Source: an optimization exercise on an open RTL-to-GDS flow (aim: small area, a short achievable clock period and few clock cycles). Production flows keep margins and buffers that such runs may drop.
At most, simulation tests tie the RTL to the original design; equivalence was not proved.
The RTL of runs 1 to 3 and 6 was laid out without a check of its function.
Power is estimated from default activity; no workload was simulated.

==> flow/design.v <==
module nr_step(
	input [9:0] r, input [9:0] q, input [1:0] p,
	output [9:0] r_n, output [9:0] q_n
);
wire [9:0] a = r;
wire [9:0] b = {q[0], q[8:1] ^ {8{q[0]}}, 1'b0};
wire ci = |p;
wire [9:0] hi = a + b + {9'd0, ci};
assign r_n = {hi[7:0], p - 2'd1};
assign q_n = {q[8:0], ~hi[9]};
endmodule
module rs_cudu_v2(
	input clock, reset,
	input sqrt_start, input [19:0] data_in,
	output sqrt_done, output [9:0] data_out
);
reg [2:0] cnt;		 
reg [9:0] q;		 
reg [9:0] r;		 
reg [1:0] pr;		 
assign sqrt_done = (cnt == 3'd7);
assign data_out = q;
function [12:0] seed;
	input [5:0] d;
	case (d)
		6'd0: seed = {3'd0, 10'd1023};
		6'd1: seed = {3'd1, 10'd0};
		6'd2: seed = {3'd1, 10'd1};
		6'd3: seed = {3'd1, 10'd2};
		6'd4: seed = {3'd2, 10'd1019};
		6'd5: seed = {3'd2, 10'd1020};
		6'd6: seed = {3'd2, 10'd1021};
		6'd7: seed = {3'd2, 10'd1022};
		6'd8: seed = {3'd2, 10'd1023};
		6'd9: seed = {3'd3, 10'd0};
		6'd10: seed = {3'd3, 10'd1};
		6'd11: seed = {3'd3, 10'd2};
		6'd12: seed = {3'd3, 10'd3};
		6'd13: seed = {3'd3, 10'd4};
		6'd14: seed = {3'd3, 10'd5};
		6'd15: seed = {3'd3, 10'd6};
		6'd16: seed = {3'd4, 10'd1015};
		6'd17: seed = {3'd4, 10'd1016};
		6'd18: seed = {3'd4, 10'd1017};
		6'd19: seed = {3'd4, 10'd1018};
		6'd20: seed = {3'd4, 10'd1019};
		6'd21: seed = {3'd4, 10'd1020};
		6'd22: seed = {3'd4, 10'd1021};
		6'd23: seed = {3'd4, 10'd1022};
		6'd24: seed = {3'd4, 10'd1023};
		6'd25: seed = {3'd5, 10'd0};
		6'd26: seed = {3'd5, 10'd1};
		6'd27: seed = {3'd5, 10'd2};
		6'd28: seed = {3'd5, 10'd3};
		6'd29: seed = {3'd5, 10'd4};
		6'd30: seed = {3'd5, 10'd5};
		6'd31: seed = {3'd5, 10'd6};
		6'd32: seed = {3'd5, 10'd7};
		6'd33: seed = {3'd5, 10'd8};
		6'd34: seed = {3'd5, 10'd9};
		6'd35: seed = {3'd5, 10'd10};
		6'd36: seed = {3'd6, 10'd1011};
		6'd37: seed = {3'd6, 10'd1012};
		6'd38: seed = {3'd6, 10'd1013};
		6'd39: seed = {3'd6, 10'd1014};
		6'd40: seed = {3'd6, 10'd1015};
		6'd41: seed = {3'd6, 10'd1016};
		6'd42: seed = {3'd6, 10'd1017};
		6'd43: seed = {3'd6, 10'd1018};
		6'd44: seed = {3'd6, 10'd1019};
		6'd45: seed = {3'd6, 10'd1020};
		6'd46: seed = {3'd6, 10'd1021};
		6'd47: seed = {3'd6, 10'd1022};
		6'd48: seed = {3'd6, 10'd1023};
		6'd49: seed = {3'd7, 10'd0};
		6'd50: seed = {3'd7, 10'd1};
		6'd51: seed = {3'd7, 10'd2};
		6'd52: seed = {3'd7, 10'd3};
		6'd53: seed = {3'd7, 10'd4};
		6'd54: seed = {3'd7, 10'd5};
		6'd55: seed = {3'd7, 10'd6};
		6'd56: seed = {3'd7, 10'd7};
		6'd57: seed = {3'd7, 10'd8};
		6'd58: seed = {3'd7, 10'd9};
		6'd59: seed = {3'd7, 10'd10};
		6'd60: seed = {3'd7, 10'd11};
		6'd61: seed = {3'd7, 10'd12};
		6'd62: seed = {3'd7, 10'd13};
		6'd63: seed = {3'd7, 10'd14};
	endcase
endfunction
wire [2:0] q0;
wire [9:0] r0;
assign {q0, r0} = seed(data_in[19:14]);
wire [9:0] r_n, q_n;
nr_step s0 (.r(r), .q(q), .p(pr), .r_n(r_n), .q_n(q_n));
always @(posedge clock, posedge reset)
	if (reset) cnt <= 3'd0;
	else if (sqrt_start) cnt <= 3'd1;
	else if (cnt == 3'd7) cnt <= 3'd0;
	else if (cnt != 3'd0) cnt <= cnt + 3'd1;
always @(posedge clock) begin
	if (sqrt_start) begin
		q <= {7'd0, q0};
		r <= r0;
	end else begin
		if (cnt != 3'd0) q <= q_n;
		r <= r_n;
	end
	case (cnt)
		3'd0: pr <= data_in[13:12];
		3'd1: pr <= data_in[11:10];
		3'd2: pr <= data_in[9:8];
		3'd3: pr <= data_in[7:6];
		3'd4: pr <= data_in[5:4];
		3'd5: pr <= data_in[3:2];
		default: pr <= data_in[1:0];
	endcase
end
endmodule
==> flow/flow/run.sh <==
#!/bin/bash
# The standard layout, with plain buf_1 cells as the port buffers.
set -euo pipefail
export BUFFER_PORTS_ARGS="-buffer_cell sky130_fd_sc_hd__buf_1"
bash standard.sh > make_finish.log 2>&1
==> flow/standard.sh <==
#!/bin/bash
# synth_recipe.tcl (not shown) runs the flow's synth.tcl, then flattens the netlist and writes it again
# the make line also repeats each setting of config.mk as NAME=value (left out here)
make -C /OpenROAD-flow-scripts/flow DESIGN_CONFIG=/design/flow/config.mk WORK_HOME=/design/flow/orfs CLKGATE_MAP_FILE= SYNTH_SCRIPT=/design/flow/synth_recipe.tcl "${@:-finish}"
==> flow/config.mk <==
export PLATFORM = sky130hd
export DESIGN_NAME = rs_cudu_v2
export DESIGN_NICKNAME = rs_cudu_v2
export VERILOG_FILES = /design/flow/design.v
export SDC_FILE = /design/flow/constraint.sdc
export NUM_CORES = 4
export LEC_CHECK = 0
export CAP_MARGIN = 20
export CORE_MARGIN = 2
export CORE_UTILIZATION = 40
export SETUP_SLACK_MARGIN = 2.8
export SLEW_MARGIN = 20
==> flow/constraint.sdc <==
create_clock -name core_clock -period 5.0 [get_ports {clock}]
set_input_delay 1.0000 -clock core_clock [delete_from_list [all_inputs] [get_ports {clock}]]
set_output_delay 1.0000 -clock core_clock [all_outputs]
set_load 0.01 [all_outputs]
==> results.cfg, run 1 <==
[global_routing]
grt_usage = 0.1453
grt_pass1_vias = 1356
antenna_found_initial = 0
grt_pass1_wl_um = 5789
grt_max_degree = 31
gr-total-overflow = 0

[sta]
skew_ps = 3.781
max_slew.worst_pin.slew_ps = 506.4
finalCritPeriodShare = 0.4453
max_freq_mhz = 449.1
tns_ps = 0
hold_viol_final = 0
min_period_ps = 2227
rsz0062_at_grt = yes
relSlewSlack = 0.6615
setup_violations = 0
slew_violations = 0

[synthesis]
synth_cell_types = 47
postSynthAreaPerCell_um2 = 8.897
yosysWarnings = 1
ys_ff_latch = 25
synth_edf_count = 3
synthesis.instances = 190
seq_area_frac_synth = 0.3227
synth_area_leaders = dfxtp_1, ha_1, xor2_1
synth_ff_type = dfxtp_1
synth_area_mm2 = 0.001690
syn_nets = 232
synth_top_cell_by_area = dfxtp_1
yosysMostFrequentCell = nand2_1
ys_top_cells_by_count = nand2_1, dfxtp_1, ha_1
async_flop_share = 0.1200
synth_top_cell_area_share = 0.2250

[cts]
cts_buffers = 3
htree_levels = 1
cts_tree = done
clkTransAtPathRegs_ps = 80
cts-root-buf = clkbuf_8
clk_latency_ps = 270
clk_path_buf_depth = 2
cts_sinks = 25

[place]
detailed_place_hpwl_um = 2499
portBuffers = 33
place_congestion = 0.7560

[worst_hold_path]
min_path_cells = 1
min_path_type = register to register

[floorplanning]
core_mm2 = 0.004029
io_pins = 34
die_h_um = 69.01
num_rows = 23
dieArea_mm2 = 0.004762
die_w_um = 69.01
initial_core_util = 0.4196

[final_layout]
antenna_cells = 0
fillers = 418
syn2layout_area_growth_pct = 17.99
drive_above_1_share = 0.1266
final_nets = 272

[setup_path]
cp-start-kind = register
path_max_fanout = 3
critPathKind = register to register
crit_family = compound AO/OA/AOI/OAI gates
r2r_slack_ps = 2770
cp_num_buf_inv = 2
cp-end-kind = register
worstPathCellList = buf_4, xor2_1, ha_1, a211oi_1, o21bai_1, buf_4, o21ai_0, xor2_1, o21ai_1
cp.depth = 9
cpPeakStageDelay_ps = 430
slowest_stage = edfxtp_1
rr_worst_depth = 9
arrival_ps = 2380
worstPathRequired_ps = 5160

[flow_run]
drv_cap = 0

[power_and_ir_drop]
vdd_drop_max_mv = 0.3555
leakage_nw = 0.8484
power.total_w = 0.001315
p_per_area_mw_per_mm2 = 659.2

[routing]
routed_wl_um = 3346
wire_per_inst_um = 11.99
drtIter0Drc = 78
ant_nets = 0
drt_first_pass_iters = 4
avgViaCountPerCell = 5.050
drc = 0
vias = 1409

[status]
status = finished clean
-- placed cells by master (no fill, tap or decap), types with 2 or more instances in the layout --
cell type and n:
ha_1 16, xor2_1 14, a222oi_1 2, nor2_1 7, o21a_1 4, inv_1 15
dfrtp_1 2, o21ai_1 4, dfxtp_1 19, buf_4 10, a21oi_1 14, nand2b_1 5
nor3_1 4, or2b_1 2, clkbuf_8 3, ha_4 2, o21ai_0 7, nand2_1 23
mux2i_1 2, a31oi_1 2, buf_1 32, nor2b_1 2, a32oi_1 3, nand3_1 4
o21bai_1 2, edfxtp_1 3
-- worst register-to-register path: stages, from the launching register on --
cell	delay, ps
edfxtp_1	430
buf_4	170
xor2_1	200
ha_1	280
a211oi_1	250
o21bai_1	150
buf_4	150
o21ai_0	220
xor2_1	180
o21ai_1	80
-- sequential cells by signal (all words and copies together), names as in the netlist --
| signal | cells |
|---|---|
| r | 10 |
| cnt | 3 |
| q | 10 |
| pr | 2 |
-- power by group --
part | total, W | leakage (nW) | internal, W | switching, W
Combinational | 0.000848 | 0.598 | 0.000399 | 0.000449
Sequential | 0.000344 | 0.225 | 0.000290 | 0.0000545
Clock | 0.000122 | 0.0255 | 0.0000559 | 0.0000661
-- kinds of logic after synthesis --
kind of cell	Yosys count	share of synthesized area
adders and majority gates	19	0.1451
xor gates and xnor gates	15	0.07772
buffers and inverters	23	0.06070
DFF	25	0.3227
muxes	3	0.01850
and+or+nand+nor	53	0.1614
AOI/OAI and AO/OA	52	0.2139
-- cell type report --
| type | count | area, um^2 | share of cell area |
|---|---|---|---|
| clock buffers | 3 | 41.29 | 0.02070 |
| clock inverters | 1 | 5.005 | 0.002509 |
| inverters | 15 | 56.30 | 0.02823 |
| multi-input cells | 142 | 1076 | 0.5395 |
| flip-flops and latches | 25 | 546.8 | 0.2742 |
| well taps | 50 | 62.56 | 0.03137 |
| repair buffers | 43 | 206.4 | 0.1035 |
-- per-layer routing --
metal  routed length [um]  up-vias  GRT usage  share of wire
li1                     -      743          -              -
met1                 1536      637     0.1756           0.46
met2                 1634       25     0.2585           0.49
met3                  134        4    0.02778          0.040
met4                   41        0    0.04575          0.012
met5                    0        -          0              0
-- final timing paths --
check,startpoint,end
hold reg to reg,pr[0],r[0]
setup reg to reg,q[0],r[9]
setup / recovery,q[0],r[9]
min in group asynchronous,reset,cnt[2]
max in group asynchronous,reset,cnt[2]
hold / removal,pr[0],r[0]
-- per-stage QoR --
step | utilization | instances | instance area [um^2] | hold slack [ps] | worst slack (ps)
6_report | 0.4950 | 279 | 1994 | 439.2 | 2773
5_1_grt | 0.4950 | 279 | 1994 | 478.4 | 2675
4_1_cts | 0.4786 | 275 | 1928 | 442.5 | 2807
3_5_place_dp | 0.4562 | 266 | 1838 | 430.1 | 2627
3_3_place_gp | 0.4562 | 266 | 1838 | 437.2 | 2673
2_1_floorplan | - | 190 | 1690 | 411.4 | 2834
-- timing repair --
item / 4_1_cts / 5_1_grt
setup endpoints to repair: 4 / 6
pin swaps: 0 / 3
hold buffers: 0 / 0
gates resized for setup: 3 / 8
setup buffers: 5 / 4
==> run 2, diff against run 1 <==
--- a/flow/design.v
+++ b/flow/design.v
@@ -18,7 +18,8 @@
 reg [9:0] q;		 
 reg [9:0] r;		 
 reg [1:0] pr;		 
-assign sqrt_done = (cnt == 3'd7);
+reg done;
+assign sqrt_done = done;
 assign data_out = q;
 function [12:0] seed;
 	input [5:0] d;
@@ -99,6 +100,9 @@
 	else if (sqrt_start) cnt <= 3'd1;
 	else if (cnt == 3'd7) cnt <= 3'd0;
 	else if (cnt != 3'd0) cnt <= cnt + 3'd1;
+always @(posedge clock, posedge reset)
+	if (reset) done <= 1'b0;
+	else done <= (cnt == 3'd6);
 always @(posedge clock) begin
 	if (sqrt_start) begin
 		q <= {7'd0, q0};
==> results.cfg, run 2 <==
[floorplanning]
die_w_um = 69.39
core_mm2 = 0.004058
io_pins = 34
num_rows = 23
initial_core_util = 0.4215
die_h_um = 69.39
dieArea_mm2 = 0.004815

[power_and_ir_drop]
p_switching_w = 0.0005717
switching_share = 0.4200
p_clk_frac = 0.116
pwr-share-comb = 0.625
p_int_w = 0.0007895
leakage_nw = 0.8599
p_per_area_mw_per_mm2 = 676.6
vdd_drop_max_mv = 0.2813
seq_power_share = 0.259

[final_layout]
fin_area_mm2 = 0.002012
register_area_um2 = 570.5
drive_above_1_share = 0.1106
multiInputGateArea_mm2 = 0.001065
antenna_cells = 0
largestRegisters = q: 10 flops, r: 10 flops, cnt: 3 flops
layout_common_cells = buf_1, nand2_1, dfxtp_1
syn2layout_area_growth_pct = 17.63
final_common_cell = buf_1
final_nets = 269
fillers = 396

[synthesis]
postSynthAreaPerCell_um2 = 9.098
synth_ff_type = dfxtp_1
syn_nets = 230
ys_ff_latch = 26
synthesis.instances = 188
yosysMostFrequentCell = nand2_1
synth_edf_count = 3
synth_cell_types = 50
synth_area_leaders = dfxtp_1, ha_1, xor2_1
ys_top_cells_by_count = nand2_1, dfxtp_1, ha_1
seq_area_frac_synth = 0.3336
synth_area_mm2 = 0.001710
synth_top_cell_by_area = dfxtp_1
yosysWarnings = 1
synth_top_cell_area_share = 0.2224
async_flop_share = 0.1538

[place]
detailed_place_hpwl_um = 2564
place_congestion = 0.7486
portBuffers = 33
place_ws_ps = 2609
placed_area_mm2 = 0.001863

[sta]
rsz0062_at_grt = yes
skew_ps = 5.135
finalCritPeriodShare = 0.4381
slew_violations = 0
setup_slack_ps = 2810
min_period_ps = 2190
tns_ps = 0
hold_viol_final = 0
max_slew.worst_pin.slew_ps = 686.3
setup_violations = 0
relSlewSlack = 0.5424
max_freq_mhz = 456.5

[setup_path]
path_max_fanout = 4
critPathKind = register to register
worstPathRequired_ps = 5210
cp-end-kind = register
arrival_ps = 2400
cp-start-kind = register
crit_start = q[0]
r2r_start = q[0]

[routing]
drt_first_pass_iters = 4
ant_nets = 0
wire_per_inst_um = 12.22
drc = 0
drtIter0Drc = 83
avgViaCountPerCell = 5.083
vias = 1403
routed_wl_um = 3372

[cts]
cts_tree = done
clk_path_buf_depth = 2
clkTransAtPathRegs_ps = 90
cts-root-buf = clkbuf_8
clk_latency_ps = 280
cts_buffers = 3
htree_levels = 1
cts_sinks = 26

[global_routing]
grt_usage = 0.1540
grt_pass1_wl_um = 6106
grt_max_degree = 18
gr-total-overflow = 0
antenna_found_initial = 0
grt_pass1_vias = 1386

[status]
status = finished clean

[flow_run]
drv_cap = 0

[worst_hold_path]
min_path_type = register to register
min_from = pr[0]
[run 2: cell count changes after synthesis, sizes merged, moves of 2 or more]
| cell | change |
|---|---|
| a221oi | +3 |
| a31oi | -2 |
| a32oi | -2 |
| nor2 | -2 |
| nand3 | -2 |
[run 2: worst paths after layout]
check | depth (start not counted) | slack, ps | end
worst max-delay path | 8 | 2810 | r[8]
worst min-delay path | 1 | 440 | r[0]
worst max register to register | 8 | 2810 | r[8]
worst min register to register | 1 | 440 | r[0]
max in group asynchronous | 2 | 4310 | cnt[0]
min in group asynchronous | 2 | 550 | cnt[2]
[run 2: per-layer routing]
metal,part of all wire,GRT usage
met1,0.48,0.2061
met3,0.046,0.02326
met2,0.46,0.2532
met5,0,0
met4,0.014,0.05229
[run 2: power by group through the flow]
stage               sequential [W]  clock (W)  combinational (W)
finish                    0.000353   0.000157           0.000851
CTS                       0.000349   0.000159           0.000783
global placement          0.000367          0           0.000748
floorplan                 0.000346          0           0.000627
detailed placement        0.000368          0           0.000745
global route              0.000364   0.000169           0.000976
[run 2: kinds of logic after synthesis]
logic type	after synthesis	share of synthesized area
AO/OA/AOI/OAI	54	0.2209
adder cells (fa/ha/maj)	19	0.1434
flip-flops	26	0.3336
multiplexers	3	0.01829
AND/OR/NAND/NOR	49	0.1500
XOR/XNOR	15	0.07681
buffers and inverters	22	0.05706
[run 2: final cells by class]
cell class / count / area share
multi-input combinational: 140 / 0.5292
inverter: 15 / 0.02799
tap: 50 / 0.03109
timing repair buffer: 41 / 0.09515
sequential: 26 / 0.2836
clock buffer: 4 / 0.03296
[run 2: repair_timing]
item	CTS	global route
endpoints found under the setup margin	5	6
hold buffers	0	0
buffers inserted	3	4
gates resized for setup	0	9
endpoints found under the hold margin	0	0
pin swaps	0	5
[run 2: worst max-delay path, stage by stage (launching register included)]
cell and delay, ps:
edfxtp_1 510, buf_6 170, xor2_1 130, ha_1 350, nor2b_4 150, o31a_1 270, o21a_1 200, o21a_1 180
o31ai_2 160
[run 2: per-stage QoR]
stage	cells	hold WS, ps	util	total power [W]
CTS	272	444.9	0.4810	0.001292
floorplan	188	411.4	-	0.0009727
finish	276	437.6	0.4958	0.001361
detailed placement	265	431.6	0.4591	0.001113
global route	276	456.4	0.4958	0.001509
global placement	265	440.5	0.4591	0.001115
==> run 3, diff against run 2 <==
--- a/flow/design.v
+++ b/flow/design.v
@@ -5,7 +5,8 @@
 wire [9:0] a = r;
 wire [9:0] b = {q[0], q[8:1] ^ {8{q[0]}}, 1'b0};
 wire ci = |p;
-wire [9:0] hi = a + b + {9'd0, ci};
+wire [10:0] s = {a, ci} + {b, ci};	 
+wire [9:0] hi = s[10:1];
 assign r_n = {hi[7:0], p - 2'd1};
 assign q_n = {q[8:0], ~hi[9]};
 endmodule
==> results.cfg, run 3 <==
[cts]
cts-root-buf = clkbuf_8
clk_latency_ps = 270
clkTransAtPathRegs_ps = 80
clk_path_buf_depth = 2
cts_tree = done
cts_hold_buf = 0
htree_levels = 1
cts_sinks = 26
cts_buffers = 3

[synthesis]
synthesis.instances = 184
synth_area_leaders = dfxtp_1, ha_1, xor2_1
yosysWarnings = 1
yosysMostFrequentCell = nand2_1
synth_top_cell_area_share = 0.2328
synth_cell_types = 41
postSynthAreaPerCell_um2 = 8.881
synth_area_mm2 = 0.001634
synth_edf_count = 3
seq_area_frac_synth = 0.3492
async_flop_share = 0.1538
synth_top_cell_by_area = dfxtp_1
synth_ff_type = dfxtp_1
syn_nets = 225
ys_ff_latch = 26
ys_top_cells_by_count = nand2_1, dfxtp_1, a21oi_1, ha_1, xor2_1

[floorplanning]
core_mm2 = 0.003971
dieArea_mm2 = 0.004612
die_h_um = 67.92
num_rows = 23
die_w_um = 67.92
initial_core_util = 0.4115
io_pins = 34

[sta]
rsz0062_at_grt = yes
max_freq_mhz = 457.3
hold_viol_final = 0
max_slew.worst_pin.slew_ps = 575.0
finalCritPeriodShare = 0.4373
min_period_ps = 2187
skew_ps = 9.857
tns_ps = 0
slew_violations = 0
relSlewSlack = 0.6068
setup_violations = 0

[setup_path]
r2r_start = q[0]
r2r_slack_ps = 2810
arrival_ps = 2210
path_max_fanout = 5
worstReg2RegEnd = q[0]
cp-end-kind = register
worstPathRequired_ps = 5030
cp-start-kind = register
rr_worst_depth = 8
critPathKind = register to register

[place]
detailed_place_hpwl_um = 2454
dp.cells = 262
place_congestion = 0.7782
portBuffers = 33

[power_and_ir_drop]
p_per_area_mw_per_mm2 = 711.9
vdd_drop_max_mv = 0.3319
leakage_nw = 0.8173
power.total_w = 0.001368

[routing]
vias = 1388
avgViaCountPerCell = 5.103
drt_first_pass_iters = 4
ant_nets = 0
wire_per_inst_um = 12.11
drtIter0Drc = 68
routed_wl_um = 3295
drc = 0

[global_routing]
grt_pass1_wl_um = 5871
gr-total-overflow = 0
grt_max_degree = 31
grt_pass1_vias = 1357
antenna_found_initial = 0
grt_usage = 0.1655

[final_layout]
fin_cells = 272
largestRegisters = q: 10 flops, r: 10 flops, cnt: 3 flops
final_nets = 264
antenna_cells = 0
final_common_cell = buf_1
layout_common_cells = buf_1, nand2_1, dfxtp_1
syn2layout_area_growth_pct = 17.61
multiInputGateArea_mm2 = 0.001005
fillers = 405
drive_above_1_share = 0.08559
register_area_um2 = 570.5
finalCoreUtilization = 0.4839

[worst_hold_path]
min_path_type = register to register
hold_end = r[0]
min_from = pr[0]
min_path_cells = 1

[status]
status = finished clean

[flow_run]
drv_cap = 0
==> run 3: changes by cell type in the layout (fill, tap and decap cells not counted), sizes merged, moves of 2 or more <==
cell,before,now
a2111oi,1,3
o31ai,2,0
nand2b,6,3
nor2,5,7
a211oi,1,4
a21oi,16,19
a221oi,3,1
o21a,4,0
nor3,4,2
a31oi,0,3
inv,15,11
xor2,14,16
==> run 3: final cells by class <==
cell class	instances	area share
sequential	26	0.2969
inverter	11	0.02148
timing repair buffer	40	0.09180
tap	50	0.03255
multi-input combinational	141	0.5228
clock buffer	4	0.03451
==> run 3: through the flow <==
stage | worst slack (ps) | hold slack, ps | cell area, um^2
6_report | 2813 | 437.8 | 1922
5_1_grt | 2681 | 477.7 | 1922
4_1_cts | 2807 | 445.1 | 1912
3_5_place_dp | 2502 | 433.0 | 1808
3_3_place_gp | 2557 | 432.2 | 1808
2_1_floorplan | 2811 | 411.4 | 1645
==> run 3: timing repair <==
action	in CTS	in global routing
setup endpoints to repair	2	10
resized for setup	0	2
setup buffers	5	1
pin swaps	2	2
==> run 3: critical path, stage by stage, from the launching register on <==
cell	delay (ps)
edfxtp_1	390
buf_4	170
xor2_1	160
ha_1	360
a211oi_2	90
o21bai_2	140
a21oi_2	90
or4_1	390
and3_1	150
==> run 3: worst max-delay path by stage <==
stage	from	to	slack [ps]	cells past startpoint
6_report	q[0]	q[0]	2810	8
5_1_grt	q[0]	q[0]	2680	8
4_1_cts	data_in[14]	r[5]	2810	7
3_5_place_dp	data_in[14]	r[5]	2500	7
3_3_place_gp	data_in[14]	r[6]	2560	7
2_1_floorplan	q[0]	q[0]	2810	8
==> run 3: cells by family after synthesis <==
kind of cell / synth area share
AO/OA/AOI/OAI: 0.2098
AND/OR/NAND/NOR: 0.1340
flip-flops: 0.3492
XOR/XNOR: 0.09648
adder cells (fa/ha/maj): 0.1378
buffers and inverters: 0.04058
multiplexers: 0.03216
==> run 3: per-layer routing <==
layer | track usage | vias up | part of all wire | routed length [um]
met4 | 0.07000 | 0 | 0.0082 | 27
met3 | 0.02632 | 4 | 0.034 | 111
met5 | 0 | - | 0 | 0
met1 | 0.2260 | 625 | 0.48 | 1581
li1 | - | 732 | - | -
met2 | 0.2598 | 27 | 0.48 | 1575
==> run 3: report_power, final <==
group	switching (W)	internal, W
Combinational	0.000464	0.000404
Clock	0.0000650	0.0000870
Sequential	0.0000496	0.000299
==> run 4, diff against run 3 <==
--- a/flow/design.v
+++ b/flow/design.v
@@ -5,8 +5,17 @@
 wire [9:0] a = r;
 wire [9:0] b = {q[0], q[8:1] ^ {8{q[0]}}, 1'b0};
 wire ci = |p;
-wire [10:0] s = {a, ci} + {b, ci};	 
-wire [9:0] hi = s[10:1];
+wire [9:0] h = a ^ b;
+wire [9:0] g0 = (a & b) | {9'd0, h[0] & ci};
+wire [9:0] p0 = h;
+wire [9:0] g1 = g0 | (p0 & {g0[8:0], 1'b0});
+wire [9:0] p1 = p0 & {p0[8:0], 1'b0};
+wire [9:0] g2 = g1 | (p1 & {g1[7:0], 2'b0});
+wire [9:0] p2 = p1 & {p1[7:0], 2'b0};
+wire [9:0] g3 = g2 | (p2 & {g2[5:0], 4'b0});
+wire [9:0] p3 = p2 & {p2[5:0], 4'b0};
+wire [9:0] g4 = g3 | (p3 & {g3[1:0], 8'b0});
+wire [9:0] hi = h ^ {g4[8:0], ci};
 assign r_n = {hi[7:0], p - 2'd1};
 assign q_n = {q[8:0], ~hi[9]};
 endmodule
==> results.cfg, run 4 <==
[status]
status = finished clean

[setup_path]
r2r_slack_ps = 2890
cpPeakStageDelay_ps = 430
cp_num_buf_inv = 1
worstPathCellList = buf_4, xor2_1, ha_1, a21oi_2, o21ai_0, nor3b_1, o21a_1, nor3_2
worstPathRequired_ps = 5010
cp-end-kind = register
slowest_stage = edfxtp_1
cp-start-kind = register
crit_family = compound AO/OA/AOI/OAI gates
arrival_ps = 2130
path_max_fanout = 6
critPathKind = register to register

[floorplanning]
dieArea_mm2 = 0.004699
initial_core_util = 0.4166
die_w_um = 68.55
io_pins = 34
core_mm2 = 0.004000
num_rows = 23
die_h_um = 68.55

[routing]
wire_per_inst_um = 12.46
drtIter0Drc = 57
ant_nets = 0
routed_wl_um = 3402
avgViaCountPerCell = 5.125
drc = 0
drt_first_pass_iters = 4
vias = 1399

[power_and_ir_drop]
leakage_nw = 0.8309
p_per_area_mw_per_mm2 = 689.0
seq_power_share = 0.263
p_int_w = 0.0007588
p_clk_frac = 0.117
pwr-share-comb = 0.621
switching_share = 0.4314
p_switching_w = 0.0005756
vdd_drop_max_mv = 0.3363

[global_routing]
grt_use_met2 = 0.2716
grt_max_degree = 32
grt_pass1_vias = 1295
grtUsageMet1 = 0.2077
busiest_layer = met2
gr-total-overflow = 0
grt_usage = 0.1578
grt_pass1_wl_um = 5637
use_met3 = 0.02760
antenna_found_initial = 0

[cts]
clk_path_buf_depth = 2
cts-root-buf = clkbuf_8
clk_latency_ps = 270
cts_hold_buf = 0
cts_tree = done
cts_sinks = 26
htree_levels = 1
clkTransAtPathRegs_ps = 90
cts_buffers = 3

[synthesis]
synth_top_cell_area_share = 0.2282
ys_ff_latch = 26
synth_top_cell_by_area = dfxtp_1
synth_ff_type = dfxtp_1
async_flop_share = 0.1538
ys_top_cells_by_count = nand2_1, dfxtp_1, ha_1
synth_edf_count = 3
syn_nets = 229
synth_area_mm2 = 0.001667
synth_area_leaders = dfxtp_1, ha_1, xor2_1
yosysMostFrequentCell = nand2_1
synthesis.instances = 187
postSynthAreaPerCell_um2 = 8.912
synth_cell_types = 42
seq_area_frac_synth = 0.3423
yosysWarnings = 1

[place]
detailed_place_hpwl_um = 2565
place_congestion = 0.8197
portBuffers = 33

[sta]
max_freq_mhz = 473.4
tns_ps = 0
fin_hold_ws_ps = 434.8
min_period_ps = 2112
setup_violations = 0
max_slew.worst_pin.slew_ps = 740.7
skew_ps = 12.52
relSlewSlack = 0.5052
finalCritPeriodShare = 0.4225
slew_violations = 0
rsz0062_at_grt = yes
hold_viol_final = 0

[final_layout]
syn2layout_area_growth_pct = 16.22
layout_common_cells = buf_1, nand2_1, dfxtp_1
register_area_um2 = 570.5
multiInputGateArea_mm2 = 0.001023
drive_above_1_share = 0.07175
fillers = 398
final_common_cell = buf_1
antenna_cells = 0
largestRegisters = q: 10 flops, r: 10 flops, cnt: 3 flops
final_nets = 266

[flow_run]
drv_cap = 0

[worst_hold_path]
min_path_type = register to register
## run 4: layer usage
metal  share of wire  routed length, um  up-vias
met5               0                  0        -
met2            0.47               1613       28
met4          0.0062                 21        0
li1                -                  -      728
met1            0.48               1621      641
met3           0.043                145        2
## run 4: worst paths after layout
kind                       start     end  cells past startpoint
setup / recovery            q[0]    q[0]                      8
min in group asynchronous  reset    done                      2
max in group asynchronous  reset  cnt[1]                      2
hold reg to reg            pr[0]    r[0]                      1
setup reg to reg            q[0]    q[0]                      8
hold / removal             pr[0]    r[0]                      1
## run 4: kinds of logic after synthesis
logic type / synth area share
AO/OA/AOI/OAI: 0.2117
AND/OR/NAND/NOR: 0.1396
flip-flops: 0.3423
buffers and inverters: 0.04955
adder cells (fa/ha/maj): 0.1472
XOR/XNOR: 0.07883
multiplexers: 0.03078
## run 4: power groups by stage
stage                     clock, W  combinational [W]  sequential (W)
after CTS                 0.000156           0.000804        0.000351
after floorplan                  0           0.000631        0.000348
after global routing      0.000167           0.000939        0.000361
after global placement           0           0.000764        0.000370
after detailed placement         0           0.000765        0.000371
final                     0.000156           0.000828        0.000350
## run 4: final cells by class
type	count	share of cell area
multi-input cells	141	0.5284
repair buffers	38	0.08333
well taps	50	0.03230
inverters	14	0.02713
flip-flops and latches	26	0.2946
clock buffers	4	0.03424
## run 4: timing repair
action / in CTS / in global routing
pin swaps: 0 / 0
setup endpoints to repair: 2 / 4
resized for setup: 0 / 4
setup buffers: 4 / 0
## run 4: metrics by stage
step | utilization | power, W | setup slack (ps) | cell area, um^2 | cells
final | 0.4842 | 0.001334 | 2888 | 1937 | 273
after global routing | 0.4842 | 0.001467 | 2706 | 1937 | 273
after CTS | 0.4817 | 0.001312 | 2892 | 1927 | 273
after detailed placement | 0.4576 | 0.001135 | 2770 | 1831 | 265
after global placement | 0.4576 | 0.001133 | 2764 | 1831 | 265
after floorplan | - | 0.0009794 | 2931 | 1667 | 187
Testbench counts of run 4, summed over its fixed seeds: cycles 32,008.
==> run 5, diff against run 4 <==
==> flow/flow/run.sh (replaced) <==
#!/bin/bash
# The standard layout, with plain buf_1 cells as the port buffers and no
# half/full adder cells, so that ABC maps the adders itself.
set -euo pipefail
export BUFFER_PORTS_ARGS="-buffer_cell sky130_fd_sc_hd__buf_1"
export DONT_USE_CELLS="sky130_fd_sc_hd__ha_1 sky130_fd_sc_hd__ha_2 sky130_fd_sc_hd__ha_4 sky130_fd_sc_hd__fa_1 sky130_fd_sc_hd__fa_2 sky130_fd_sc_hd__fa_4 sky130_fd_sc_hd__fah_1 sky130_fd_sc_hd__fahcin_1 sky130_fd_sc_hd__fahcon_1"
bash standard.sh > make_finish.log 2>&1
==> results.cfg, run 5 <==
[cts]
cts-root-buf = clkbuf_8
clk_latency_ps = 270
htree_levels = 1
clk_path_buf_depth = 2
cts_tree = done
cts_buffers = 3
cts_hold_buf = 0
cts_sinks = 26
clkTransAtPathRegs_ps = 90

[synthesis]
synth_area_leaders = dfxtp_1, ha_1, xor2_1
seq_area_frac_synth = 0.3423
synth_ff_type = dfxtp_1
synth_cell_types = 42
synthesis.instances = 187
postSynthAreaPerCell_um2 = 8.912
synth_top_cell_area_share = 0.2282
yosysWarnings = 1
synth_top_cell_by_area = dfxtp_1
ys_ff_latch = 26
synth_area_mm2 = 0.001667
synth_edf_count = 3
async_flop_share = 0.1538
syn_nets = 229
yosysMostFrequentCell = nand2_1
ys_top_cells_by_count = nand2_1, dfxtp_1, ha_1

[sta]
setup_violations = 0
relSlewSlack = 0.5052
finalCritPeriodShare = 0.4225
rsz0062_at_grt = yes
tns_ps = 0
slew_violations = 0
max_slew.worst_pin.slew_ps = 740.7
hold_viol_final = 0
skew_ps = 12.52
max_freq_mhz = 473.4
min_period_ps = 2112

[routing]
ant_nets = 0
vias = 1399
routed_wl_um = 3402
drt_first_pass_iters = 4
wire_per_inst_um = 12.46
avgViaCountPerCell = 5.125
drc = 0
drtIter0Drc = 57

[floorplanning]
num_rows = 23
io_pins = 34
core_mm2 = 0.004000
die_w_um = 68.55
initial_core_util = 0.4166
dieArea_mm2 = 0.004699
die_h_um = 68.55

[final_layout]
fin_area_mm2 = 0.001937
fillers = 398
largestRegisters = q: 10 flops, r: 10 flops, cnt: 3 flops
layout_common_cells = buf_1, nand2_1, dfxtp_1
final_nets = 266
final_common_cell = buf_1
syn2layout_area_growth_pct = 16.22
fin_cells = 273
antenna_cells = 0
drive_above_1_share = 0.07175

[setup_path]
arrival_ps = 2130
rr_worst_depth = 8
worstPathCellList = buf_4, xor2_1, ha_1, a21oi_2, o21ai_0, nor3b_1, o21a_1, nor3_2
worstReg2RegEnd = q[0]
r2r_slack_ps = 2890
slowest_stage = edfxtp_1
r2r_start = q[0]
path_max_fanout = 6
cp-start-kind = register
worstPathRequired_ps = 5010
crit_start = q[0]
cpPeakStageDelay_ps = 430
critPathKind = register to register
cp-end-kind = register
crit_path_end = q[0]

[place]
placed_area_mm2 = 0.001831
place_congestion = 0.8197
detailed_place_hpwl_um = 2565
portBuffers = 33
dp.cells = 265

[global_routing]
grt_pass1_vias = 1295
antenna_found_initial = 0
grt_pass1_wl_um = 5637
grt_max_degree = 32
grt_usage = 0.1578
gr-total-overflow = 0

[power_and_ir_drop]
vdd_drop_max_mv = 0.3363
p_per_area_mw_per_mm2 = 689.0
leakage_nw = 0.8309

[flow_run]
drv_cap = 0

[worst_hold_path]
min_path_type = register to register

[status]
status = finished clean
-- run 5: cell counts after synthesis --
Identical to the previous run, type by type.
-- run 5: what timing repair did --
item,in CTS,in global routing
endpoints found under the setup margin,2,4
buffers inserted,4,0
gates resized for setup,0,4
-- run 5: kinds of logic (layout without fill, tap and decap cells) --
logic type      Yosys count  in the layout  share of synthesized area
compound gates           54             54                     0.2117
xor+xnor                 15             15                    0.07883
fa+ha+maj                19             19                     0.1472
buf+inv                  20             56                    0.04955
flops                    26             26                     0.3423
mux                       5              5                    0.03078
simple gates             48             48                     0.1396
-- run 5: worst min-delay path by stage --
stage | start | to | depth (start not counted)
finish | pr[0] | r[0] | 1
global route | pr[0] | r[0] | 1
CTS | pr[0] | r[0] | 1
global placement | pr[0] | r[0] | 1
floorplan | pr[0] | r[0] | 1
detailed placement | pr[0] | r[0] | 1
-- run 5: cell type report --
class                   instances  area [um^2]  area share
well taps                      50        62.56     0.03230
multi-input cells             141         1023      0.5284
inverters                      14        52.55     0.02713
repair buffers                 38        161.4     0.08333
flip-flops and latches         26        570.5      0.2946
clock buffers                   4        66.31     0.03424
-- run 5: stage by stage --
step                      setup slack, ps   power, W  hold slack, ps    util
final                                2888   0.001334           434.8  0.4842
after global routing                 2706   0.001467           485.5  0.4842
after CTS                            2892   0.001312           439.8  0.4817
after detailed placement             2770   0.001135           427.1  0.4576
after global placement               2764   0.001133           417.8  0.4576
after floorplan                      2931  0.0009794           411.4       -
-- run 5: metal layers --
layer  up-vias  global-route usage  share of wire
li1        728                   -              -
met1       641              0.2077           0.48
met2        28              0.2716           0.47
met3         2             0.02760          0.043
met4         0             0.03000         0.0062
met5         -                   0              0
-- run 5: critical path, delay by kind of cell, from the launching register on --
kind	cells	cell delay, ps
AOI/OAI and AO/OA	3	500
DFF	1	430
adders and majority gates	1	350
and+or+nand+nor	2	260
buffers and inverters	1	190
xor gates and xnor gates	1	140
-- run 5: power breakdown --
part / internal (W) / switching, W
Combinational: 0.000374 / 0.000455
Sequential: 0.000298 / 0.0000522
Clock: 0.0000870 / 0.0000687
==> run 6, diff against run 5 <==
--- a/flow/design.v
+++ b/flow/design.v
@@ -1,9 +1,9 @@
 module nr_step(
-	input [9:0] r, input [9:0] q, input [1:0] p,
+	input [9:0] r, input [9:0] q, input [1:0] p, input neg,
 	output [9:0] r_n, output [9:0] q_n
 );
 wire [9:0] a = r;
-wire [9:0] b = {q[0], q[8:1] ^ {8{q[0]}}, 1'b0};
+wire [9:0] b = {~neg, q[8:1] ^ {8{~neg}}, 1'b0};
 wire ci = |p;
 wire [9:0] h = a ^ b;
 wire [9:0] g0 = (a & b) | {9'd0, h[0] & ci};
@@ -28,8 +28,8 @@
 reg [9:0] q;		 
 reg [9:0] r;		 
 reg [1:0] pr;		 
-reg done;
-assign sqrt_done = done;
+reg neg;		 
+assign sqrt_done = (cnt == 3'd7);
 assign data_out = q;
 function [12:0] seed;
 	input [5:0] d;
@@ -104,22 +104,21 @@
 wire [9:0] r0;
 assign {q0, r0} = seed(data_in[19:14]);
 wire [9:0] r_n, q_n;
-nr_step s0 (.r(r), .q(q), .p(pr), .r_n(r_n), .q_n(q_n));
+nr_step s0 (.r(r), .q(q), .p(pr), .neg(neg), .r_n(r_n), .q_n(q_n));
 always @(posedge clock, posedge reset)
 	if (reset) cnt <= 3'd0;
 	else if (sqrt_start) cnt <= 3'd1;
 	else if (cnt == 3'd7) cnt <= 3'd0;
 	else if (cnt != 3'd0) cnt <= cnt + 3'd1;
-always @(posedge clock, posedge reset)
-	if (reset) done <= 1'b0;
-	else done <= (cnt == 3'd6);
 always @(posedge clock) begin
 	if (sqrt_start) begin
 		q <= {7'd0, q0};
 		r <= r0;
+		neg <= ~q0[0];
 	end else begin
 		if (cnt != 3'd0) q <= q_n;
 		r <= r_n;
+		neg <= ~q_n[0];
 	end
 	case (cnt)
 		3'd0: pr <= data_in[13:12];
==> flow/flow/run.sh (replaced) <==
#!/bin/bash
# The standard layout, with plain buf_1 cells as the port buffers.
set -euo pipefail
export BUFFER_PORTS_ARGS="-buffer_cell sky130_fd_sc_hd__buf_1"
bash standard.sh > make_finish.log 2>&1
==> results.cfg, run 6 <==
[final_layout]
drive_above_1_share = 0.1233
largestRegisters = q: 10 flops, r: 10 flops, cnt: 3 flops
antenna_cells = 0
syn2layout_area_growth_pct = 17.80
final_common_cell = buf_1
layout_common_cells = buf_1, nand2_1, dfxtp_1
final_nets = 262
finalCoreUtilization = 0.4913

[sta]
max_slew.worst_pin.slew_ps = 632.4
setup_violations = 0
max_freq_mhz = 459.9
hold_viol_final = 0
relSlewSlack = 0.5784
skew_ps = 10.51
finalCritPeriodShare = 0.4349
min_period_ps = 2174
rsz0062_at_grt = yes
setup_slack_ps = 2826
slew_violations = 0
tns_ps = 0

[global_routing]
grt_pass1_vias = 1339
busiest_layer = met2
use_met3 = 0.02922
gr-total-overflow = 0
antenna_found_initial = 0
grt_usage = 0.1586
grt_max_degree = 17
grt_pass1_wl_um = 5747
grtUsageMet1 = 0.2164
grt_use_met2 = 0.2608

[synthesis]
syn_nets = 226
synth_area_leaders = dfxtp_1, ha_1, edfxtp_1
synth_top_family_by_area = compound AO/OA/AOI/OAI gates
synth_fa_ha_area_frac = 0.1459
synth_cell_types = 47
ys_ff_latch = 26
synth_top_cell_area_share = 0.2383
postSynthAreaPerCell_um2 = 9.132
synth_area_mm2 = 0.001680
async_flop_share = 0.1154
synthXorXnorAreaFrac = 0.07818
synth_compound_area_frac = 0.2264
ys_top_cells_by_count = dfxtp_1, nand2_1, ha_1
synth_top_cell_by_area = dfxtp_1
yosysWarnings = 1
synthesis.instances = 184
synth_simple_gate_area_frac = 0.1243
synth_edf_count = 3
muxShareOfSynthArea = 0.03053
seq_area_frac_synth = 0.3366
synth_ff_type = dfxtp_1

[routing]
vias = 1401
routed_wl_um = 3368
drtIter0Drc = 66
wire_per_inst_um = 12.52
avgViaCountPerCell = 5.208
ant_nets = 0
drt_first_pass_iters = 6
drc = 0

[place]
place_congestion = 0.8302
place_ws_ps = 2680
detailed_place_hpwl_um = 2631
portBuffers = 33

[floorplanning]
io_pins = 34
core_mm2 = 0.004029
die_w_um = 68.82
dieArea_mm2 = 0.004736
initial_core_util = 0.4171
num_rows = 23
die_h_um = 68.82

[cts]
clkTransAtPathRegs_ps = 100
cts_buffers = 3
clk_latency_ps = 270
clk_path_buf_depth = 2
htree_levels = 1
cts_hold_buf = 0
cts_sinks = 26
cts-root-buf = clkbuf_8
cts_tree = done

[worst_hold_path]
min_path_type = register to register
min_from = pr[0]

[power_and_ir_drop]
p_per_area_mw_per_mm2 = 693.0
vdd_drop_max_mv = 0.3476
power.total_w = 0.001372
leakage_nw = 0.7982

[setup_path]
cp-start-kind = register
crit_family = flip-flops
cp-end-kind = output pin
worstPathCellList = ha_4, ha_4, buf_6
cpPeakStageDelay_ps = 440
r2r_slack_ps = 2970
slowest_stage = dfrtp_1
worstPathRequired_ps = 4000
crit_start = cnt[0]
cp_num_buf_inv = 1
arrival_ps = 1170
path_max_fanout = 3
crit_top_cell = ha_4
r2r_start = q[2]
critPathKind = register to output pin

[status]
status = finished clean

[flow_run]
drv_cap = 0
run 6: per-stage QoR:
step	cells	hold WS, ps	area, um^2
finish	269	451.7	1979
global route	269	477.1	1979
CTS	267	459.6	1918
floorplan	184	411.4	1680
global placement	261	440.6	1833
detailed placement	261	446.5	1833
run 6: power by group:
| part | switching (W) | total, W | internal (W) | leakage (nW) |
|---|---|---|---|---|
| Clock | 0.0000665 | 0.000153 | 0.0000870 | 0.0339 |
| Sequential | 0.0000724 | 0.000378 | 0.000305 | 0.234 |
| Combinational | 0.000442 | 0.000841 | 0.000399 | 0.531 |
| Total | 0.000581 | 0.00137 | 0.000791 | 0.798 |
run 6: layer usage:
metal / share of wire / up-vias
met5: 0 / -
met2: 0.48 / 23
li1: - / 722
met4: 0.0062 / 0
met3: 0.040 / 2
met1: 0.48 / 654
run 6: cells by family after synthesis:
logic type / Yosys count
AOI/OAI and AO/OA: 54
and+or+nand+nor: 43
DFF: 26
buffers and inverters: 22
adders and majority gates: 19
xor gates and xnor gates: 15
muxes: 5
run 6: path summary, 6_finish.rpt:
path / to / cells past startpoint
worst max-delay path: sqrt_done / 3
worst min-delay path: r[0] / 1
worst max register to register: q[0] / 7
worst min register to register: r[0] / 1
max in group asynchronous: cnt[0] / 2
min in group asynchronous: cnt[2] / 2
run 6: final cells by class:
class | count | area, um^2
sequential | 26 | 569.3
multi-input combinational | 136 | 1055
timing repair buffer | 38 | 170.2
tap | 50 | 62.56
fill | 404 | 2049
clock buffer | 4 | 66.31
inverter | 15 | 56.30
run 6: timing repair:
action	in CTS	in global routing
pin swaps	0	1
setup endpoints to repair	3	11
resized for setup	2	11
buffers inserted	2	2
endpoints found under the hold margin	0	0
==> run 7, diff against run 6 <==
--- a/flow/design.v
+++ b/flow/design.v
@@ -29,7 +29,8 @@
 reg [9:0] r;		 
 reg [1:0] pr;		 
 reg neg;		 
-assign sqrt_done = (cnt == 3'd7);
+reg done;
+assign sqrt_done = done;
 assign data_out = q;
 function [12:0] seed;
 	input [5:0] d;
@@ -110,6 +111,9 @@
 	else if (sqrt_start) cnt <= 3'd1;
 	else if (cnt == 3'd7) cnt <= 3'd0;
 	else if (cnt != 3'd0) cnt <= cnt + 3'd1;
+always @(posedge clock, posedge reset)
+	if (reset) done <= 1'b0;
+	else done <= (cnt == 3'd6);
 always @(posedge clock) begin
 	if (sqrt_start) begin
 		q <= {7'd0, q0};
--- a/flow/config.mk
+++ b/flow/config.mk
@@ -8,5 +8,5 @@
 export CAP_MARGIN = 20
 export CORE_MARGIN = 2
 export CORE_UTILIZATION = 40
-export SETUP_SLACK_MARGIN = 2.8
+export SETUP_SLACK_MARGIN = 3.0
 export SLEW_MARGIN = 20
==> results.cfg, run 7 <==
[status]
status = finished clean

[setup_path]
cp-end-kind = register
critPathKind = register to register
worstPathCellList = xnor2_1, ha_1, o21ai_1, o21bai_1, a21oi_2, o311a_1, and2_1
cp-start-kind = register
arrival_ps = 2050
worstPathRequired_ps = 5040
crit_path_end = q[0]
crit_start = q[2]
r2r_start = q[2]
path_max_fanout = 4
rr_worst_depth = 7
worstReg2RegEnd = q[0]
r2r_slack_ps = 2990
slowest_stage = edfxtp_1
cpPeakStageDelay_ps = 450

[synthesis]
seq_area_frac_synth = 0.3476
ys_ff_latch = 27
synth_top_cell_area_share = 0.2356
synth_cell_types = 43
syn_nets = 232
synthesis.instances = 190
postSynthAreaPerCell_um2 = 8.943
ys_top_cells_by_count = nand2_1, dfxtp_1, ha_1
synth_edf_count = 3
yosysMostFrequentCell = nand2_1
synth_area_mm2 = 0.001699
synth_top_cell_by_area = dfxtp_1
synth_area_leaders = dfxtp_1, ha_1, dfrtp_1
synth_ff_type = dfxtp_1
yosysWarnings = 1
async_flop_share = 0.1481

[sta]
finalCritPeriodShare = 0.4020
max_slew.worst_pin.slew_ps = 326.9
relSlewSlack = 0.7821
min_period_ps = 2010
skew_ps = 5.532
hold_viol_final = 0
max_freq_mhz = 497.6
slew_violations = 0
rsz0062_at_grt = yes
tns_ps = 0
setup_violations = 0
fin_hold_ws_ps = 428.6

[final_layout]
fin_cells = 280
drive_above_1_share = 0.1609
syn2layout_area_growth_pct = 20.99
largestRegisters = q: 10 flops, r: 10 flops, cnt: 3 flops
final_common_cell = buf_1
antenna_cells = 0
final_nets = 273
layout_common_cells = buf_1, nand2_1, dfxtp_1

[power_and_ir_drop]
vdd_drop_max_mv = 0.2524
p_int_w = 0.0008103
pwr-share-comb = 0.633
leakage_nw = 0.8344
p_clk_frac = 0.091
seq_power_share = 0.276
switching_share = 0.4214
p_per_area_mw_per_mm2 = 681.3
p_switching_w = 0.0005902

[floorplanning]
die_w_um = 69.18
num_rows = 23
initial_core_util = 0.4187
die_h_um = 69.18
dieArea_mm2 = 0.004785
io_pins = 34
core_mm2 = 0.004058

[place]
place_congestion = 0.8110
portBuffers = 33
detailed_place_hpwl_um = 2605
dp.cells = 267

[global_routing]
grt_pass1_wl_um = 6348
grt_pass1_vias = 1447
antenna_found_initial = 0
grt_usage = 0.1596
gr-total-overflow = 0
grt_max_degree = 31

[worst_hold_path]
min_path_cells = 1
min_from = pr[0]
min_path_type = register to register

[cts]
cts_tree = done
cts_sinks = 27
cts_buffers = 3
htree_levels = 1
clk_path_buf_depth = 2
cts-root-buf = clkbuf_8
cts_hold_buf = 0
clk_latency_ps = 280
clkTransAtPathRegs_ps = 90

[routing]
avgViaCountPerCell = 5.207
wire_per_inst_um = 12.73
drt_first_pass_iters = 4
vias = 1458
drc = 0
drtIter0Drc = 60
ant_nets = 0
routed_wl_um = 3563

[flow_run]
drv_cap = 0
run 7: cell types whose count changed in the layout (fill, tap and decap cells not counted), sizes merged, moves of 2 or more:
| cell | before | now |
|---|---|---|
| buf | 37 | 43 |
| a22oi | 0 | 4 |
| a221oi | 4 | 2 |
| a31oi | 0 | 2 |
| clkbuf | 5 | 3 |
| nand2b | 4 | 6 |
run 7: cell families after synthesis:
family                   Yosys count  synth area share
adder cells (fa/ha/maj)           19            0.1443
AND/OR/NAND/NOR                   47            0.1311
AO/OA/AOI/OAI                     55            0.2158
flip-flops                        27            0.3476
buffers and inverters             22           0.05376
multiplexers                       5           0.03019
XOR/XNOR                          15           0.07732
run 7: stage by stage:
step / cell area [um^2] / total power, W / util / setup slack [ps]
global placement: 1881 / 0.001162 / 0.4635 / 2682
CTS: 2008 / 0.001394 / 0.4949 / 2996
finish: 2056 / 0.001401 / 0.5066 / 2990
detailed placement: 1881 / 0.001164 / 0.4635 / 2626
floorplan: 1730 / 0.001017 / - / 3003
global route: 2056 / 0.001545 / 0.5066 / 2881
run 7: worst min path at each step:
stage | endpoint | slack, ps
floorplan | r[0] | 410
global placement | r[0] | 420
detailed placement | r[0] | 430
CTS | r[0] | 430
global route | r[0] | 470
finish | r[0] | 430
run 7: area by class of cell:
class	instances	area [um^2]
fillers	384	2002
multi-input cells	141	1081
flip-flops and latches	27	595.6
repair buffers	43	212.7
well taps	50	62.56
inverters	15	56.30
clock buffers	3	41.29
clock inverters	1	6.256
run 7: what timing repair did:
item	4_1_cts	5_1_grt
gates resized for setup	12	9
pin swaps	9	4
setup buffers	7	2
gates cloned	0	0
endpoints found under the setup margin	16	6
run 7: power by group through the flow:
| stage | logic (W) | clock network, W | registers [W] |
|---|---|---|---|
| floorplan | 0.000655 | 0 | 0.000362 |
| global placement | 0.000776 | 0 | 0.000386 |
| detailed placement | 0.000780 | 0 | 0.000384 |
| CTS | 0.000875 | 0.000133 | 0.000386 |
| global route | 0.00100 | 0.000141 | 0.000399 |
| finish | 0.000887 | 0.000128 | 0.000386 |
run 7: metal layers:
metal | GRT usage | part of all wire | up-vias
li1 | - | - | 746
met1 | 0.1987 | 0.45 | 670
met2 | 0.2778 | 0.50 | 35
met3 | 0.02035 | 0.036 | 7
met4 | 0.06536 | 0.021 | 0
met5 | 0 | 0 | -
run 7: critical path: cells and delay by family, from the launching register on:
| family | cells | cell delay [ps] |
|---|---|---|
| AND/OR/NAND/NOR | 1 | 130 |
| AO/OA/AOI/OAI | 4 | 690 |
| adder cells (fa/ha/maj) | 1 | 340 |
| XOR/XNOR | 1 | 160 |
| flip-flops | 1 | 450 |
Testbench counts of run 7, summed over its fixed seeds: cycles 32,008.
==> run 8, diff against run 7 <==
--- a/flow/config.mk
+++ b/flow/config.mk
@@ -5,8 +5,9 @@
 export SDC_FILE = /design/flow/constraint.sdc
 export NUM_CORES = 4
 export LEC_CHECK = 0
+export ABC_AREA = 1
 export CAP_MARGIN = 20
 export CORE_MARGIN = 2
 export CORE_UTILIZATION = 40
-export SETUP_SLACK_MARGIN = 3.0
+export SETUP_SLACK_MARGIN = 2.8
 export SLEW_MARGIN = 20
==> results.cfg, run 8 <==
[sta]
slew_violations = 0
min_period_ps = 1979
relSlewSlack = 0.6924
hold_viol_final = 0
setup_violations = 0
finalCritPeriodShare = 0.3957
skew_ps = 7.103
max_freq_mhz = 505.4
rsz0062_at_grt = no
max_slew.worst_pin.slew_ps = 460.9
fin_hold_ws_ps = 441.6
tns_ps = 0

[floorplanning]
core_mm2 = 0.004354
die_h_um = 71.23
initial_core_util = 0.4152
dieArea_mm2 = 0.005074
num_rows = 24
io_pins = 34
die_w_um = 71.23

[final_layout]
fin_area_mm2 = 0.002001
final_nets = 312
final_common_cell = nand2_1
register_area_um2 = 591.8
drive_above_1_share = 0.08178
largestRegisters = q: 10 flops, r: 10 flops, cnt: 3 flops
layout_common_cells = nand2_1, buf_1, inv_1, nor2_1, nand3_1
antenna_cells = 0
finalCoreUtilization = 0.4595
syn2layout_area_growth_pct = 10.66
fillers = 458
multiInputGateArea_mm2 = 0.001051

[setup_path]
worstPathRequired_ps = 5020
arrival_ps = 2000
critPathKind = register to register
cp-start-kind = register
cp-end-kind = register
path_max_fanout = 9

[routing]
routed_wl_um = 3705
drt_first_pass_iters = 4
vias = 1575
ant_nets = 0
drtIter0Drc = 56
avgViaCountPerCell = 4.907
drc = 0
wire_per_inst_um = 11.54

[cts]
clkTransAtPathRegs_ps = 90
htree_levels = 1
clk_latency_ps = 270
cts_tree = done
cts-root-buf = clkbuf_8
cts_buffers = 3
cts_sinks = 27
clk_path_buf_depth = 2

[worst_hold_path]
min_path_type = register to register

[global_routing]
grt_pass1_wl_um = 6548
gr-total-overflow = 0
antenna_found_initial = 0
grt_pass1_vias = 1472
grt_usage = 0.1572
grt_max_degree = 19

[synthesis]
synth_area_leaders = dfxtp_1, ha_1, nand2_1
synth_area_mm2 = 0.001808
synth_edf_count = 3
yosysWarnings = 1
syn_nets = 279
synthesis.instances = 237
synth_ff_type = dfxtp_1
seq_area_frac_synth = 0.3266
async_flop_share = 0.1481
synth_top_cell_area_share = 0.2215
synth_top_cell_by_area = dfxtp_1
ys_ff_latch = 27
postSynthAreaPerCell_um2 = 7.629
yosysMostFrequentCell = nand2_1
synth_cell_types = 33
ys_top_cells_by_count = nand2_1, inv_1, nand3_1, nor2_1, dfxtp_1

[power_and_ir_drop]
vdd_drop_max_mv = 0.2568
power.total_w = 0.001352
p_per_area_mw_per_mm2 = 675.7
leakage_nw = 0.9294

[place]
detailed_place_hpwl_um = 3001
portBuffers = 33
placed_area_mm2 = 0.001954
place_congestion = 0.7863

[flow_run]
drv_cap = 0

[status]
status = finished clean
==> run 8: final cells by class <==
cell class | count | share of cell area
Timing Repair Buffer | 34 | 0.06567
Clock buffer | 4 | 0.02251
Multi-Input combinational cell | 175 | 0.5253
Inverter | 29 | 0.05816
Sequential cell | 27 | 0.2958
Tap cell | 52 | 0.03252
==> run 8: critical path: stages, from the launching register on <==
cell and delay (ps):
dfxtp_2 490, xor2_1 280, inv_1 70, ha_1 290
nand2_1 50, nor2_1 90, nand3_1 120, nand3_1 120
nand2_1 60, nand3_1 90, nand2_1 60
==> run 8: repair_timing <==
action / CTS / global route
setup endpoints to repair: 0 / 2
gates resized for setup: 0 / 1
setup buffers: 0 / 0
hold buffers: 0 / 0
hold endpoints to repair: 0 / 0
==> run 8: kinds of logic after synthesis <==
| kind of cell | synth area share |
|---|---|
| buffers and inverters | 0.09204 |
| xor gates and xnor gates | 0.05329 |
| DFF | 0.3266 |
| and+or+nand+nor | 0.2768 |
| adders and majority gates | 0.1356 |
| muxes | 0.005537 |
| AOI/OAI and AO/OA | 0.1100 |
==> run 8: report_power, final <==
group	switching [W]	internal (W)
clock network	0.0000646	0.0000570
logic	0.000487	0.000342
registers	0.0000834	0.000318
total	0.000635	0.000717
==> run 8: worst paths after layout <==
check	start	end	slack, ps	depth (start not counted)
max	neg	q[0]	3020	10
max reg2reg	neg	q[0]	3020	10
max in group asynchronous	reset	done	4290	2
min in group asynchronous	reset	cnt[1]	570	2
min	pr[0]	r[0]	440	1
min reg2reg	pr[0]	r[0]	440	1
==> run 8: per-stage QoR <==
step                      instances  setup slack [ps]
after floorplan                 237              3000
after global placement          317              2871
after detailed placement        317              2840
after CTS                       321              2826
after global routing            321              2872
final                           321              3021
==> run 8: per-layer routing <==
metal / part of all wire / track usage
met4: 0.0022 / 0.01258
met1: 0.49 / 0.2182
met3: 0.031 / 0.02954
met2: 0.47 / 0.2665
met5: 0 / 0
==> run 9, diff against run 8 <==
--- a/flow/config.mk
+++ b/flow/config.mk
@@ -9,5 +9,5 @@
 export CAP_MARGIN = 20
 export CORE_MARGIN = 2
 export CORE_UTILIZATION = 40
-export SETUP_SLACK_MARGIN = 2.8
+export SETUP_SLACK_MARGIN = 2.6
 export SLEW_MARGIN = 20
==> results.cfg, run 9 <==
[sta]
rsz0062_at_grt = no
slew_violations = 0
max_slew.worst_pin.slew_ps = 487.1
setup_violations = 0
fin_hold_ws_ps = 441.6
hold_viol_final = 0
min_period_ps = 2135
finalCritPeriodShare = 0.4269
relSlewSlack = 0.6748
max_freq_mhz = 468.5
skew_ps = 7.103
tns_ps = 0

[synthesis]
yosysMostFrequentCell = nand2_1
async_flop_share = 0.1481
synth_cell_types = 33
synthesis.instances = 237
yosysWarnings = 1
ys_top_cells_by_count = nand2_1, inv_1, nand3_1, nor2_1, dfxtp_1
synth_edf_count = 3
ys_ff_latch = 27
synth_area_mm2 = 0.001808
synth_area_leaders = dfxtp_1, ha_1, nand2_1
synth_top_cell_area_share = 0.2215
seq_area_frac_synth = 0.3266
postSynthAreaPerCell_um2 = 7.629
synth_top_cell_by_area = dfxtp_1
synth_ff_type = dfxtp_1
syn_nets = 279

[place]
placed_area_mm2 = 0.001954
portBuffers = 33
dp.cells = 317
detailed_place_hpwl_um = 3001
place_congestion = 0.7863

[floorplanning]
initial_core_util = 0.4152
core_mm2 = 0.004354
io_pins = 34
die_h_um = 71.23
num_rows = 24
dieArea_mm2 = 0.005074
die_w_um = 71.23

[setup_path]
r2r_start = neg
worstPathRequired_ps = 5020
critPathKind = register to register
worstReg2RegEnd = q[0]
rr_worst_depth = 10
r2r_slack_ps = 2870
arrival_ps = 2160
path_max_fanout = 9
cp-end-kind = register
cp-start-kind = register

[cts]
cts-root-buf = clkbuf_8
cts_buffers = 3
cts_repair_resize_count = 0
cts_sinks = 27
htree_levels = 1
clkTransAtPathRegs_ps = 90
clk_path_buf_depth = 2
cts_tree = done
cts_hold_buf = 0
post-cts-setup-buffers = 0
clk_latency_ps = 270

[power_and_ir_drop]
vdd_drop_max_mv = 0.2560
leakage_nw = 0.9293
p_per_area_mw_per_mm2 = 675.4
power.total_w = 0.001350

[routing]
avgViaCountPerCell = 4.907
wire_per_inst_um = 11.54
drtIter0Drc = 56
drt_first_pass_iters = 4
drc = 0
routed_wl_um = 3705
vias = 1575
ant_nets = 0

[final_layout]
syn2layout_area_growth_pct = 10.59
fin_area_mm2 = 0.001999
drive_above_1_share = 0.07807
final_common_cell = nand2_1
largestRegisters = q: 10 flops, r: 10 flops, cnt: 3 flops
fillers = 458
fin_cells = 321
antenna_cells = 0
final_nets = 312
layout_common_cells = nand2_1, buf_1, inv_1, nor2_1, nand3_1

[global_routing]
grt_max_degree = 19
gr-total-overflow = 0
grt_pass1_vias = 1472
grt_usage = 0.1572
antenna_found_initial = 0
grt_pass1_wl_um = 6548

[status]
status = finished clean

[worst_hold_path]
hold_end = r[0]
min_path_type = register to register
min_from = pr[0]
min_path_cells = 1

[flow_run]
drv_cap = 0
## run 9: cell counts after synthesis
Identical to the previous run, type by type.
## run 9: worst max path at each step
stage | end | cells past startpoint | slack (ps) | from
2_1_floorplan | q[0] | 8 | 3000 | data_in[14]
3_3_place_gp | q[0] | 9 | 2870 | data_in[14]
3_5_place_dp | q[0] | 9 | 2840 | data_in[14]
4_1_cts | q[0] | 10 | 2830 | neg
5_1_grt | q[0] | 10 | 2700 | neg
6_report | q[0] | 10 | 2870 | neg
## run 9: per-stage QoR
stage                     worst slack (ps)    util
final                                 2865  0.4592
after global placement                2871  0.4489
after global routing                  2699  0.4592
after floorplan                       3000       -
after detailed placement              2840  0.4489
after CTS                             2826  0.4592
## run 9: report_power, final
part           internal [W]  switching (W)
combinational      0.000341       0.000487
clock             0.0000570      0.0000646
sequential         0.000317      0.0000834
## run 9: cells by family after synthesis
| family | synth area share |
|---|---|
| AO/OA/AOI/OAI | 0.1100 |
| XOR/XNOR | 0.05329 |
| adder cells (fa/ha/maj) | 0.1356 |
| buffers and inverters | 0.09204 |
| flip-flops | 0.3266 |
| multiplexers | 0.005537 |
| AND/OR/NAND/NOR | 0.2768 |
## run 9: layout make-up
class,instances,area [um^2],share of cell area
Timing Repair Buffer,34,131.4,0.06571
Inverter,29,116.4,0.05820
Tap cell,52,65.06,0.03254
Sequential cell,27,590.6,0.2954
Multi-Input combinational cell,175,1051,0.5257
Clock buffer,4,45.04,0.02253
## run 9: per-layer routing
layer,up-vias,track usage,part of all wire,wire (um)
met1,706,0.2182,0.49,1824
met4,0,0.01258,0.0022,8
met5,-,0,0,0
met2,26,0.2665,0.47,1755
li1,841,-,-,-
met3,2,0.02954,0.031,116
## run 9: critical path, cell delays in order (launching register included)
cell	delay, ps
dfxtp_1	640
xor2_1	300
inv_1	70
ha_1	290
nand2_1	50
nor2_1	90
nand3_1	120
nand3_1	120
nand2_1	60
nand3_1	90
nand2_1	60
==> run 10, diff against run 9 <==
--- a/flow/config.mk
+++ b/flow/config.mk
@@ -5,9 +5,8 @@
 export SDC_FILE = /design/flow/constraint.sdc
 export NUM_CORES = 4
 export LEC_CHECK = 0
-export ABC_AREA = 1
 export CAP_MARGIN = 20
 export CORE_MARGIN = 2
 export CORE_UTILIZATION = 40
-export SETUP_SLACK_MARGIN = 2.6
+export SETUP_SLACK_MARGIN = 2.9
 export SLEW_MARGIN = 20
==> results.cfg, run 10 <==
[status]
status = finished clean

[synthesis]
synth_area_leaders = dfxtp_1, ha_1, dfrtp_1
ys_top_cells_by_count = nand2_1, dfxtp_1, ha_1
async_flop_share = 0.1481
synth_area_mm2 = 0.001699
synth_top_cell_area_share = 0.2356
yosysMostFrequentCell = nand2_1
synth_ff_type = dfxtp_1
synth_edf_count = 3
yosysWarnings = 1
synth_top_cell_by_area = dfxtp_1
synthesis.instances = 190
ys_ff_latch = 27
synth_cell_types = 43
seq_area_frac_synth = 0.3476
syn_nets = 232
postSynthAreaPerCell_um2 = 8.943

[sta]
min_period_ps = 2085
finalCritPeriodShare = 0.4170
hold_viol_final = 0
setup_slack_ps = 2915
slew_violations = 0
setup_violations = 0
rsz0062_at_grt = yes
skew_ps = 12.98
tns_ps = 0
relSlewSlack = 0.6570
max_freq_mhz = 479.7
max_slew.worst_pin.slew_ps = 512.2

[cts]
cts_buffers = 3
clk_latency_ps = 280
cts_sinks = 27
cts_hold_buf = 0
cts-root-buf = clkbuf_8
clk_path_buf_depth = 2
htree_levels = 1
cts_tree = done
clkTransAtPathRegs_ps = 100

[setup_path]
path_max_fanout = 4
cp_num_buf_inv = 1
cpPeakStageDelay_ps = 450
crit_family = compound AO/OA/AOI/OAI gates
slowest_stage = edfxtp_1
cp-end-kind = register
arrival_ps = 2290
critPathKind = register to register
worstPathCellList = xnor2_1, ha_1, buf_4, nor2b_4, o31a_1, o21a_1, o21a_1, o31ai_2
cp-start-kind = register
worstPathRequired_ps = 5210
crit_top_cell = o21a_1

[floorplanning]
die_h_um = 69.18
num_rows = 23
io_pins = 34
die_w_um = 69.18
initial_core_util = 0.4187
core_mm2 = 0.004058
dieArea_mm2 = 0.004785

[place]
place_ws_ps = 2714
dp.cells = 267
place_congestion = 0.8500
portBuffers = 33
detailed_place_hpwl_um = 2609

[final_layout]
drive_above_1_share = 0.1022
fin_cells = 275
final_common_cell = buf_1
antenna_cells = 0
finalCoreUtilization = 0.4866
syn2layout_area_growth_pct = 16.20
largestRegisters = q: 10 flops, r: 10 flops, cnt: 3 flops
final_nets = 268
layout_common_cells = buf_1, nand2_1, dfxtp_1

[global_routing]
grt_usage = 0.1508
grt_pass1_wl_um = 6037
grt_pass1_vias = 1364
grt_max_degree = 31
antenna_found_initial = 0
gr-total-overflow = 0

[routing]
drt_first_pass_iters = 4
routed_wl_um = 3528
wire_per_inst_um = 12.83
avgViaCountPerCell = 5.193
drtIter0Drc = 87
ant_nets = 0
vias = 1428
drc = 0

[power_and_ir_drop]
vdd_drop_max_mv = 0.2577
p_per_area_mw_per_mm2 = 693.7
leakage_nw = 0.8048

[worst_hold_path]
min_path_type = register to register

[flow_run]
drv_cap = 0
run 10: metal layers:
metal,up-vias,part of all wire,global-route usage
met5,-,0,0
met4,0,0.0062,0.03268
met3,3,0.034,0.02326
met2,33,0.48,0.2564
met1,656,0.48,0.2024
li1,736,-,-
run 10: where the power goes:
group	leakage [nW]	total, W	internal, W	switching, W
sequential	0.248	0.000384	0.000314	0.0000703
combinational	0.531	0.000857	0.000410	0.000447
clock	0.0260	0.000128	0.0000571	0.0000712
total	0.805	0.00137	0.000781	0.000588
run 10: final cells by class:
| class | instances | area, um^2 |
|---|---|---|
| multi-input cells | 141 | 1052 |
| repair buffers | 38 | 161.4 |
| fillers | 396 | 2083 |
| flip-flops and latches | 27 | 594.3 |
| well taps | 50 | 62.56 |
| clock buffers | 3 | 41.29 |
| clock inverters | 1 | 6.256 |
| inverters | 15 | 56.30 |
run 10: stage by stage:
step                total power, W  instance area (um^2)  hold WS [ps]
floorplan                 0.001015                  1704         411.4
global placement          0.001162                  1863         421.3
detailed placement        0.001165                  1863         430.7
CTS                       0.001301                  1914         443.7
global route              0.001510                  1974         467.4
finish                    0.001370                  1974         443.7
run 10: logic make-up after synthesis:
| logic type | count (synthesis) | share of synthesized area |
|---|---|---|
| buf+inv | 22 | 0.05376 |
| flops | 27 | 0.3476 |
| xor+xnor | 15 | 0.07732 |
| fa+ha+maj | 19 | 0.1443 |
| mux | 5 | 0.03019 |
| compound gates | 55 | 0.2158 |
| simple gates | 47 | 0.1311 |
run 10: final timing paths:
check	slack, ps	endpoint	depth (start not counted)	from
worst max register to register	2920	r[8]	8	q[2]
min in group asynchronous	550	done	2	reset
worst min register to register	440	r[0]	1	pr[0]
max in group asynchronous	4310	cnt[0]	2	reset
worst max-delay path	2920	r[8]	8	q[2]
worst min-delay path	440	r[0]	1	pr[0]
run 10: worst reg2reg max path, stage by stage, from the launching register on:
cell and delay, ps:
edfxtp_1 450, xnor2_1 160, ha_1 370, buf_4 160
nor2b_4 120, o31a_1 250, o21a_1 190, o21a_1 180
o31ai_2 160
run 10: repair_timing:
action	in CTS	in global routing
gates resized for setup	2	9
pin swaps	0	5
endpoints found under the setup margin	6	3
setup buffers	0	4

Setup slack of run 10, layout unchanged: 2.915 ns with ideal ports, 2.915 ns with driving cells assumed (clock clkbuf_16, inputs buf_2), 2.693 ns with port delays also shifted by the 0.297 ns mid clock arrival.
